Context: an optimization exercise on an open-source flow, tuned for small area, a short achievable clock period and few clock cycles. The choices shown serve that exercise and are no tape-out recipe.
Where RTL was checked, it was by simulation tests only, not by an equivalence proof against the original.

==> v13 <==
Design SW, start of the top module:
module SW #(parameter WIDTH_SCORE = 8, parameter WIDTH_POS_REF = 7, parameter WIDTH_POS_QUERY = 6)
       (
           input           clk,
           input           reset,
           input           valid,
           input [1:0]     data_ref,
           input [1:0]     data_query,
           output          finish,
           output [WIDTH_SCORE - 1:0]   max,
           output [WIDTH_POS_REF - 1:0]   pos_ref,
           output [WIDTH_POS_QUERY - 1:0]   pos_query
       );
==> module SW, before the edit <==
module SW #(parameter WIDTH_SCORE = 8, parameter WIDTH_POS_REF = 7, parameter WIDTH_POS_QUERY = 6)
       (
           input           clk,
           input           reset,
           input           valid,
           input [1:0]     data_ref,
           input [1:0]     data_query,
           output          finish,
           output [WIDTH_SCORE - 1:0]   max,
           output [WIDTH_POS_REF - 1:0]   pos_ref,
           output [WIDTH_POS_QUERY - 1:0]   pos_query
       );
localparam NQ = 48;
localparam K  = 3;                  
localparam P  = NQ / K;             
localparam D0 = 49 - P;             
localparam DL = D0 + P - 1;         
localparam FIN = DL + 65;           
function integer hw;                
    input integer v;
    integer b;
    begin
        b = 0;
        while ((1 << b) <= v) b = b + 1;
        hw = b;
    end
endfunction
reg [6:0] cnt;                      
reg       run;
reg       fin;
wire      go = valid | run;
always @(posedge clk or posedge reset)
begin
    if (reset) begin
        cnt <= 7'd0;
        run <= 1'b0;
        fin <= 1'b0;
    end
    else begin
        run <= go;
        if (go && cnt != FIN)
            cnt <= cnt + 7'd1;
        fin <= (cnt == FIN - 1);
    end
end
assign finish = fin;
reg [2*D0-1:0] rline;               
always @(posedge clk)
begin
    rline <= {rline[2*D0-3:0], data_ref};
end
reg  [7*NQ-1:0] Hr;                 
reg  [NQ-1:0]   eIr;
reg  [2*NQ-1:0] Qr;
wire [3*NQ-1:0] DWw;                
reg  [7*P-1:0]  Hdiag;              
reg  [3*P-1:0]  DWr;                
reg  [2*P-1:0]  Rr;                 
wire [2*P-1:0]  Rin;                
reg  [7*P-1:0]  Mr;                 
reg  [6*P-1:0]  Jr;                 
reg  [6:0] best;
reg  [6:0] best_r;
reg  [5:0] best_q;
genvar p, c;
generate
for (p = 0; p < P; p = p + 1) begin : pe
    wire clr = (cnt == D0 + p - 1);
    wire ld  = (cnt >= p*K) && (cnt <= p*K + K - 1);
    if (p == 0) begin : r0
        assign Rin[1:0] = rline[2*D0-1:2*D0-2];
    end
    else begin : rn
        assign Rin[2*p+:2] = Rr[2*(p-1)+:2];
    end
    always @(posedge clk) begin
        Rr[2*p+:2] <= Rin[2*p+:2];
        DWr[3*p+:3] <= DWw[3*(p*K+K-1)+:3];
    end
    if (p > 0) begin : hd
        always @(posedge clk)
            Hdiag[7*p+:7] <= Hr[7*(p*K-1)+:7];
    end
    for (c = 0; c < K; c = c + 1) begin : col
        localparam j = p*K + c;
        localparam W = hw(2*(j+1));
        wire [6:0] hup = Hr[7*j+:7];
        wire [6:0] diag;
        wire [2:0] dw;
        if (c == 0) begin : c0
            if (p == 0) begin : p0
                assign diag = 7'd0;
                assign dw   = 3'd2;
            end
            else begin : pn
                assign diag = Hdiag[7*p+:7];
                assign dw   = DWr[3*(p-1)+:3];
            end
        end
        else begin : cn
            assign diag = Hr[7*(j-1)+:7];
            assign dw   = DWw[3*(j-1)+:3];
        end
        wire [2:0] u   = hup[2:0] - diag[2:0] + 3'd2;
        wire [2:0] iu  = u + eIr[j];
        wire       z   = (diag == 7'd0);
        wire       mt  = (Rin[2*p+:2] == Qr[2*j+:2]);
        wire [2:0] e;
        assign e[2] = mt | iu[2] | z;
        assign e[1] = mt | (iu[2] ? iu[1] : ~z);
        assign e[0] = mt ? (&iu) : (iu[2] ? iu[0] : ~z);
        wire [2:0] ea  = mt     ? ((&iu) ? 3'd1 : 3'd6 - u) :
                         iu[2]  ? {2'b00, eIr[j]} :
                         z      ? 3'd4 - u : 3'd3 - u;
        wire [2:0] eb  = 3'd1 - u;               
        wire [6:0] he  = diag + {{5{~e[2]}}, e[1:0]};     
        wire [6:0] hd  = diag + {{5{~dw[2]}}, dw[1:0]};   
        wire       ge  = (dw >= e);
        wire [2:0] r4  = ge ? dw : e;            
        wire [6:0] h   = ge ? hd : he;
        assign DWw[3*j+:3] = ge ? dw + eb : ea;
        always @(posedge clk) begin
            Hr[7*j+:7] <= clr ? 7'd0 : {{(7-W){1'b0}}, h[W-1:0]};
            eIr[j]     <= clr ? 1'b0 : (iu == r4);
            if (ld)
                Qr[2*j+:2] <= (c == K-1) ? data_query : Qr[2*(j+1)+:2];
        end
    end
    wire [7*(K+1)-1:0] mv;
    wire [6*(K+1)-1:0] jv;
    if (p == 0) begin : m0
        assign mv[6:0] = 7'd0;
        assign jv[5:0] = 6'd0;
    end
    else begin : mn
        assign mv[6:0] = Mr[7*(p-1)+:7];
        assign jv[5:0] = Jr[6*(p-1)+:6];
    end
    for (c = 0; c < K; c = c + 1) begin : mc
        wire [6:0] hc = Hr[7*(p*K+c)+:7];
        wire       gt = (hc > mv[7*c+:7]);
        assign mv[7*(c+1)+:7] = gt ? hc : mv[7*c+:7];
        assign jv[6*(c+1)+:6] = gt ? (p*K + c + 1) : jv[6*c+:6];
    end
    if (p < P-1) begin : mreg
        localparam WM = hw(2*(p*K+K));
        always @(posedge clk) begin
            Mr[7*p+:7] <= {{(7-WM){1'b0}}, mv[7*K+:WM]};
            Jr[6*p+:6] <= jv[6*K+:6];
        end
    end
    else begin : mlast
        wire en = (cnt >= DL + 1) && (cnt <= DL + 64);
        always @(posedge clk or posedge reset) begin
            if (reset) begin
                best   <= 7'd0;
                best_r <= 7'd0;
                best_q <= 6'd0;
            end
            else if (en && mv[7*K+:7] > best) begin
                best   <= mv[7*K+:7];
                best_q <= jv[6*K+:6];
                best_r <= cnt - DL;
            end
        end
    end
end
endgenerate
assign max       = {1'b0, best};
assign pos_ref   = best_r;
assign pos_query = best_q;
endmodule
export LEC_CHECK = 0
export CAP_MARGIN = 20
export CORE_MARGIN = 2
export CORE_UTILIZATION = 40
export CTS_CLUSTER_DIAMETER = 80
export CTS_CLUSTER_SIZE = 24
export SLEW_MARGIN = 20
create_clock -name core_clock -period 33.0 [get_ports {clk}]
standard.sh (not shown) runs the stock make flow with config.mk's settings and CLKGATE_MAP_FILE= SYNTH_SCRIPT=/design/flow/synth_recipe.tcl, a recipe that flattens the netlist after the stock synthesis.
==> flow/flow/run.sh <==
#!/bin/bash
set -euo pipefail
WORK=$(pwd)
rm -rf "$WORK/scripts_abc"
mkdir -p "$WORK/scripts_abc"
cp -r "$FLOW_HOME/scripts/." "$WORK/scripts_abc/"
cp "$WORK/flow/abc.script" "$WORK/scripts_abc/abc_speed.script"
bash "$WORK/standard.sh" SCRIPTS_DIR="$WORK/scripts_abc" ADDER_MAP_FILE= finish > "$WORK/flow_make.log" 2>&1
==> flow/flow/abc.script <==
strash
&get -n
&fraig -x
&put
scorr
dc2
strash
&get -n
&dch -f
&nf -R 100
&put
topo
stime -c
==> v2 (differences from v13) <==
--- a/flow/design.v
+++ b/flow/design.v
@@ -50,9 +50,13 @@
     rline <= {rline[2*D0-3:0], data_ref};
 end
-reg  [7*NQ-1:0] Hr;                 
+reg  [7*P-1:0]  Ar;                 
+reg  [3*NQ-1:0] Dr;                 
 reg  [NQ-1:0]   eIr;
 reg  [2*NQ-1:0] Qr;
 wire [3*NQ-1:0] DWw;                
-reg  [7*P-1:0]  Hdiag;              
+wire [3*NQ-1:0] Uw;                 
+wire [3*NQ-1:0] R4w;                
+reg  [3*P-1:0]  Hd3;                
+reg  [P-1:0]    Hdz;                
 reg  [3*P-1:0]  DWr;                
 reg  [2*P-1:0]  Rr;                 
@@ -63,4 +67,7 @@
 reg  [6:0] best_r;
 reg  [5:0] best_q;
+reg  [6:0] o_max;
+reg  [6:0] o_r;
+reg  [5:0] o_q;
 genvar p, c;
 generate
@@ -68,4 +75,6 @@
     wire clr = (cnt == D0 + p - 1);
     wire ld  = (cnt >= p*K) && (cnt <= p*K + K - 1);
+    localparam WA = hw(2*(p*K+1));
+    wire [6:0] a0 = Ar[7*p+:7];         
     if (p == 0) begin : r0
         assign Rin[1:0] = rline[2*D0-1:2*D0-2];
@@ -74,35 +83,39 @@
         assign Rin[2*p+:2] = Rr[2*(p-1)+:2];
     end
+    wire [6*K-1:0] sd;
+    assign sd[5:0] = {3'd0, a0[2:0]};
+    for (c = 1; c < K; c = c + 1) begin : sums
+        assign sd[6*c+:6] = sd[6*(c-1)+:6] + {3'd0, Dr[3*(p*K+c)+:3]};
+    end
     always @(posedge clk) begin
-        Rr[2*p+:2] <= Rin[2*p+:2];
+        Rr[2*p+:2]  <= Rin[2*p+:2];
         DWr[3*p+:3] <= DWw[3*(p*K+K-1)+:3];
-    end
-    if (p > 0) begin : hd
-        always @(posedge clk)
-            Hdiag[7*p+:7] <= Hr[7*(p*K-1)+:7];
+        Hd3[3*p+:3] <= sd[6*(K-1)+:3] - 2*(K-1);
+        Hdz[p]      <= (a0[6:3] == 4'd0) && (sd[6*(K-1)+:6] == 2*(K-1));
     end
     for (c = 0; c < K; c = c + 1) begin : col
         localparam j = p*K + c;
-        localparam W = hw(2*(j+1));
-        wire [6:0] hup = Hr[7*j+:7];
-        wire [6:0] diag;
+        wire [2:0] u;
+        wire       z;                    
         wire [2:0] dw;
         if (c == 0) begin : c0
             if (p == 0) begin : p0
-                assign diag = 7'd0;
-                assign dw   = 3'd2;
+                assign u  = a0[2:0] + 3'd2;
+                assign z  = 1'b1;
+                assign dw = 3'd2;
             end
             else begin : pn
-                assign diag = Hdiag[7*p+:7];
-                assign dw   = DWr[3*(p-1)+:3];
+                assign u  = a0[2:0] - Hd3[3*(p-1)+:3] + 3'd2;
+                assign z  = Hdz[p-1];
+                assign dw = DWr[3*(p-1)+:3];
             end
         end
         else begin : cn
-            assign diag = Hr[7*(j-1)+:7];
-            assign dw   = DWw[3*(j-1)+:3];
-        end
-        wire [2:0] u   = hup[2:0] - diag[2:0] + 3'd2;
+            assign u  = Dr[3*j+:3];
+            assign z  = (a0[6:3] == 4'd0) && (sd[6*(c-1)+:6] == 2*(c-1));
+            assign dw = DWw[3*(j-1)+:3];
+        end
+        assign Uw[3*j+:3] = u;
         wire [2:0] iu  = u + eIr[j];
-        wire       z   = (diag == 7'd0);
         wire       mt  = (Rin[2*p+:2] == Qr[2*j+:2]);
         wire [2:0] e;
@@ -114,12 +127,19 @@
                          z      ? 3'd4 - u : 3'd3 - u;
         wire [2:0] eb  = 3'd1 - u;               
-        wire [6:0] he  = diag + {{5{~e[2]}}, e[1:0]};     
-        wire [6:0] hd  = diag + {{5{~dw[2]}}, dw[1:0]};   
         wire       ge  = (dw >= e);
         wire [2:0] r4  = ge ? dw : e;            
-        wire [6:0] h   = ge ? hd : he;
+        assign R4w[3*j+:3] = r4;
         assign DWw[3*j+:3] = ge ? dw + eb : ea;
+        if (c == 0) begin : ha
+            wire [3:0] dv = {1'b0, r4} - {1'b0, u} - 4'd2;
+            wire [6:0] h  = a0 + {{3{dv[3]}}, dv};
+            always @(posedge clk)
+                Ar[7*p+:7] <= clr ? 7'd0 : {{(7-WA){1'b0}}, h[WA-1:0]};
+        end
+        else begin : hd
+            always @(posedge clk)
+                Dr[3*j+:3] <= clr ? 3'd2 : r4 - R4w[3*(j-1)+:3] + Uw[3*(j-1)+:3];
+        end
         always @(posedge clk) begin
-            Hr[7*j+:7] <= clr ? 7'd0 : {{(7-W){1'b0}}, h[W-1:0]};
             eIr[j]     <= clr ? 1'b0 : (iu == r4);
             if (ld)
@@ -137,10 +157,20 @@
         assign jv[5:0] = Jr[6*(p-1)+:6];
     end
-    for (c = 0; c < K; c = c + 1) begin : mc
-        wire [6:0] hc = Hr[7*(p*K+c)+:7];
-        wire       gt = (hc > mv[7*c+:7]);
-        assign mv[7*(c+1)+:7] = gt ? hc : mv[7*c+:7];
-        assign jv[6*(c+1)+:6] = gt ? (p*K + c + 1) : jv[6*c+:6];
-    end
+    wire [6*K-1:0] rel;                  
+    wire [6*K-1:0] lm;                   
+    wire [2*K-1:0] li;                   
+    assign rel[5:0] = 6'd0;
+    assign lm[5:0]  = 6'd0;
+    assign li[1:0]  = 2'd0;
+    for (c = 1; c < K; c = c + 1) begin : mc
+        assign rel[6*c+:6] = rel[6*(c-1)+:6] + {3'd0, Dr[3*(p*K+c)+:3]} - 6'd2;
+        wire gt = ($signed(rel[6*c+:6]) > $signed(lm[6*(c-1)+:6]));
+        assign lm[6*c+:6] = gt ? rel[6*c+:6] : lm[6*(c-1)+:6];
+        assign li[2*c+:2] = gt ? c : li[2*(c-1)+:2];
+    end
+    wire [6:0] cand = a0 + lm[6*(K-1)+:6];
+    wire       cgt  = (cand > mv[6:0]);
+    assign mv[7*K+:7] = cgt ? cand : mv[6:0];
+    assign jv[6*K+:6] = cgt ? (p*K + 1 + li[2*(K-1)+:2]) : jv[5:0];
     if (p < P-1) begin : mreg
         localparam WM = hw(2*(p*K+K));
@@ -151,5 +181,9 @@
     end
     else begin : mlast
-        wire en = (cnt >= DL + 1) && (cnt <= DL + 64);
+        wire       en  = (cnt >= DL + 1) && (cnt <= DL + 64);
+        wire       upd = en && (mv[7*K+:7] > best);
+        wire [6:0] nb  = upd ? mv[7*K+:7] : best;
+        wire [5:0] nq  = upd ? jv[6*K+:6] : best_q;
+        wire [6:0] nr  = upd ? cnt - DL   : best_r;
         always @(posedge clk or posedge reset) begin
             if (reset) begin
@@ -158,15 +192,20 @@
                 best_q <= 6'd0;
             end
-            else if (en && mv[7*K+:7] > best) begin
-                best   <= mv[7*K+:7];
-                best_q <= jv[6*K+:6];
-                best_r <= cnt - DL;
-            end
+            else begin
+                best   <= nb;
+                best_q <= nq;
+                best_r <= nr;
+            end
+        end
+        always @(posedge clk) begin
+            o_max <= nb;
+            o_q   <= nq;
+            o_r   <= nr;
         end
     end
 end
 endgenerate
-assign max       = {1'b0, best};
-assign pos_ref   = best_r;
-assign pos_query = best_q;
+assign max       = {1'b0, o_max};
+assign pos_ref   = o_r;
+assign pos_query = o_q;
 endmodule
==> flow/flow/abc.script (replaced) <==
strash
&get -n
&fraig -x
&put
scorr
dc2
strash
&get -n
&dch -f
&nf -R 20
&put
topo
stime -c
--- a/flow/config.mk
+++ b/flow/config.mk
@@ -8,5 +8,5 @@
 export CAP_MARGIN = 20
 export CORE_MARGIN = 2
-export CORE_UTILIZATION = 40
+export CORE_UTILIZATION = 70
 export CTS_CLUSTER_DIAMETER = 80
 export CTS_CLUSTER_SIZE = 24
==> v24 (differences from v13) <==
--- a/flow/design.v
+++ b/flow/design.v
@@ -12,7 +12,7 @@
        );
 localparam NQ = 48;
-localparam K  = 3;                  
+localparam K  = 4;                  
 localparam P  = NQ / K;             
-localparam D0 = 49 - P;             
+localparam D0 = 50 - P;             
 localparam DL = D0 + P - 1;         
 localparam FIN = DL + 65;           
@@ -45,7 +45,9 @@
 end
 assign finish = fin;
+reg [1:0] q_in;
 reg [2*D0-1:0] rline;               
 always @(posedge clk)
 begin
+    q_in  <= data_query;
     rline <= {rline[2*D0-3:0], data_ref};
 end
@@ -67,5 +69,5 @@
 for (p = 0; p < P; p = p + 1) begin : pe
     wire clr = (cnt == D0 + p - 1);
-    wire ld  = (cnt >= p*K) && (cnt <= p*K + K - 1);
+    wire ld  = (cnt >= p*K + 1) && (cnt <= p*K + K);
     if (p == 0) begin : r0
         assign Rin[1:0] = rline[2*D0-1:2*D0-2];
@@ -110,7 +112,5 @@
         assign e[1] = mt | (iu[2] ? iu[1] : ~z);
         assign e[0] = mt ? (&iu) : (iu[2] ? iu[0] : ~z);
-        wire [2:0] ea  = mt     ? ((&iu) ? 3'd1 : 3'd6 - u) :
-                         iu[2]  ? {2'b00, eIr[j]} :
-                         z      ? 3'd4 - u : 3'd3 - u;
+        wire [2:0] ea  = e - u;                  
         wire [2:0] eb  = 3'd1 - u;               
         wire [6:0] he  = diag + {{5{~e[2]}}, e[1:0]};     
@@ -124,5 +124,5 @@
             eIr[j]     <= clr ? 1'b0 : (iu == r4);
             if (ld)
-                Qr[2*j+:2] <= (c == K-1) ? data_query : Qr[2*(j+1)+:2];
+                Qr[2*j+:2] <= (c == K-1) ? q_in : Qr[2*(j+1)+:2];
         end
     end
==> flow/run.sh (new file) <==
#!/bin/bash
# synth_recipe.tcl (not shown) runs the flow's synth.tcl, then flattens the netlist and writes it again
# the make line also repeats each setting of config.mk as NAME=value (left out here)
make -C /OpenROAD-flow-scripts/flow DESIGN_CONFIG=/design/flow/config.mk WORK_HOME=/design/flow/orfs CLKGATE_MAP_FILE= SYNTH_SCRIPT=/design/flow/synth_recipe.tcl finish
--- a/flow/config.mk
+++ b/flow/config.mk
@@ -9,5 +9,3 @@
 export CORE_MARGIN = 2
 export CORE_UTILIZATION = 40
-export CTS_CLUSTER_DIAMETER = 80
-export CTS_CLUSTER_SIZE = 24
 export SLEW_MARGIN = 20
removed: flow/flow/run.sh
removed: flow/flow/abc.script
removed: flow/standard.sh
==> v12 (differences from v13) <==
--- a/flow/design.v
+++ b/flow/design.v
@@ -12,7 +12,7 @@
        );
 localparam NQ = 48;
-localparam K  = 3;                  
+localparam K  = 4;                  
 localparam P  = NQ / K;             
-localparam D0 = 49 - P;             
+localparam D0 = 50 - P;             
 localparam DL = D0 + P - 1;         
 localparam FIN = DL + 65;           
@@ -45,7 +45,9 @@
 end
 assign finish = fin;
+reg [1:0] q_in;
 reg [2*D0-1:0] rline;               
 always @(posedge clk)
 begin
+    q_in  <= data_query;
     rline <= {rline[2*D0-3:0], data_ref};
 end
@@ -67,5 +69,5 @@
 for (p = 0; p < P; p = p + 1) begin : pe
     wire clr = (cnt == D0 + p - 1);
-    wire ld  = (cnt >= p*K) && (cnt <= p*K + K - 1);
+    wire ld  = (cnt >= p*K + 1) && (cnt <= p*K + K);
     if (p == 0) begin : r0
         assign Rin[1:0] = rline[2*D0-1:2*D0-2];
@@ -124,5 +126,5 @@
             eIr[j]     <= clr ? 1'b0 : (iu == r4);
             if (ld)
-                Qr[2*j+:2] <= (c == K-1) ? data_query : Qr[2*(j+1)+:2];
+                Qr[2*j+:2] <= (c == K-1) ? q_in : Qr[2*(j+1)+:2];
         end
     end
==> flow/flow/abc.script (replaced) <==
strash
&get -n
&fraig -x
&put
scorr
dc2
strash
&get -n
&dch -f
&nf
&put
topo
stime -c
--- a/flow/config.mk
+++ b/flow/config.mk
@@ -9,5 +9,3 @@
 export CORE_MARGIN = 2
 export CORE_UTILIZATION = 40
-export CTS_CLUSTER_DIAMETER = 80
-export CTS_CLUSTER_SIZE = 24
 export SLEW_MARGIN = 20
==> summary of the runs <==
Design area: v2 < v13 < v12 < v24. Against v12, the fmax of v24 is smaller by about 5%. The highest wire length belongs to v12, the lowest to v2. First-iteration DRC count, highest first: v12, v13, v2, v24. Via count, lowest first: v24, v2, v13, v12. Clock skew is about the same in v13 and v24. Sequential cell count: v24 is higher than v2 (30). Against v12, the die area of v13 is lower by 1.2%.
Testbench counts of v2, summed over its fixed seeds: cycles 22,072.
Testbench counts of v24, summed over its fixed seeds: cycles 22,264.
Only the layout flow was run in v13 and v12; the RTL was not checked for function there.

-- re-timing with driven ports --
In the flow no input, the clock included, has a driving cell. The finished layouts below were timed again as built, in two steps.
Step 1 (the two cells are an assumption about what drives the block):
set clk [get_ports {clk}]
set_driving_cell -lib_cell sky130_fd_sc_hd__clkbuf_16 $clk
set_driving_cell -lib_cell sky130_fd_sc_hd__buf_2 [delete_from_list [all_inputs] $clk]
Step 2 times the ports against the registers' clock, not the clock port: input delays grow and output delays shrink by t, the midpoint of the rising clock arrivals with the driver on.
a / b / c = ideal / step 1 / step 2; a / b = the first two.
| run | shift t [ns] | setup slack, ns | worst setup path at the end |
|---|---|---|---|
| v13 | 0.746 | 24.450 / 24.379 / 24.933 | input to register |
| v2 | 0.687 | 24.899 / 24.830 / 24.866 | input to register |
| v24 | 0.754 | 22.819 / 22.819 / 22.819 | register to register |
| v12 | 0.734 | 23.345 / 23.345 / 23.345 | register to register |
After both steps setup and hold are still met in every run listed. The setup slack of v2, which loses most, moves by -0.069 ns with the drivers and by -0.033 ns with both steps.
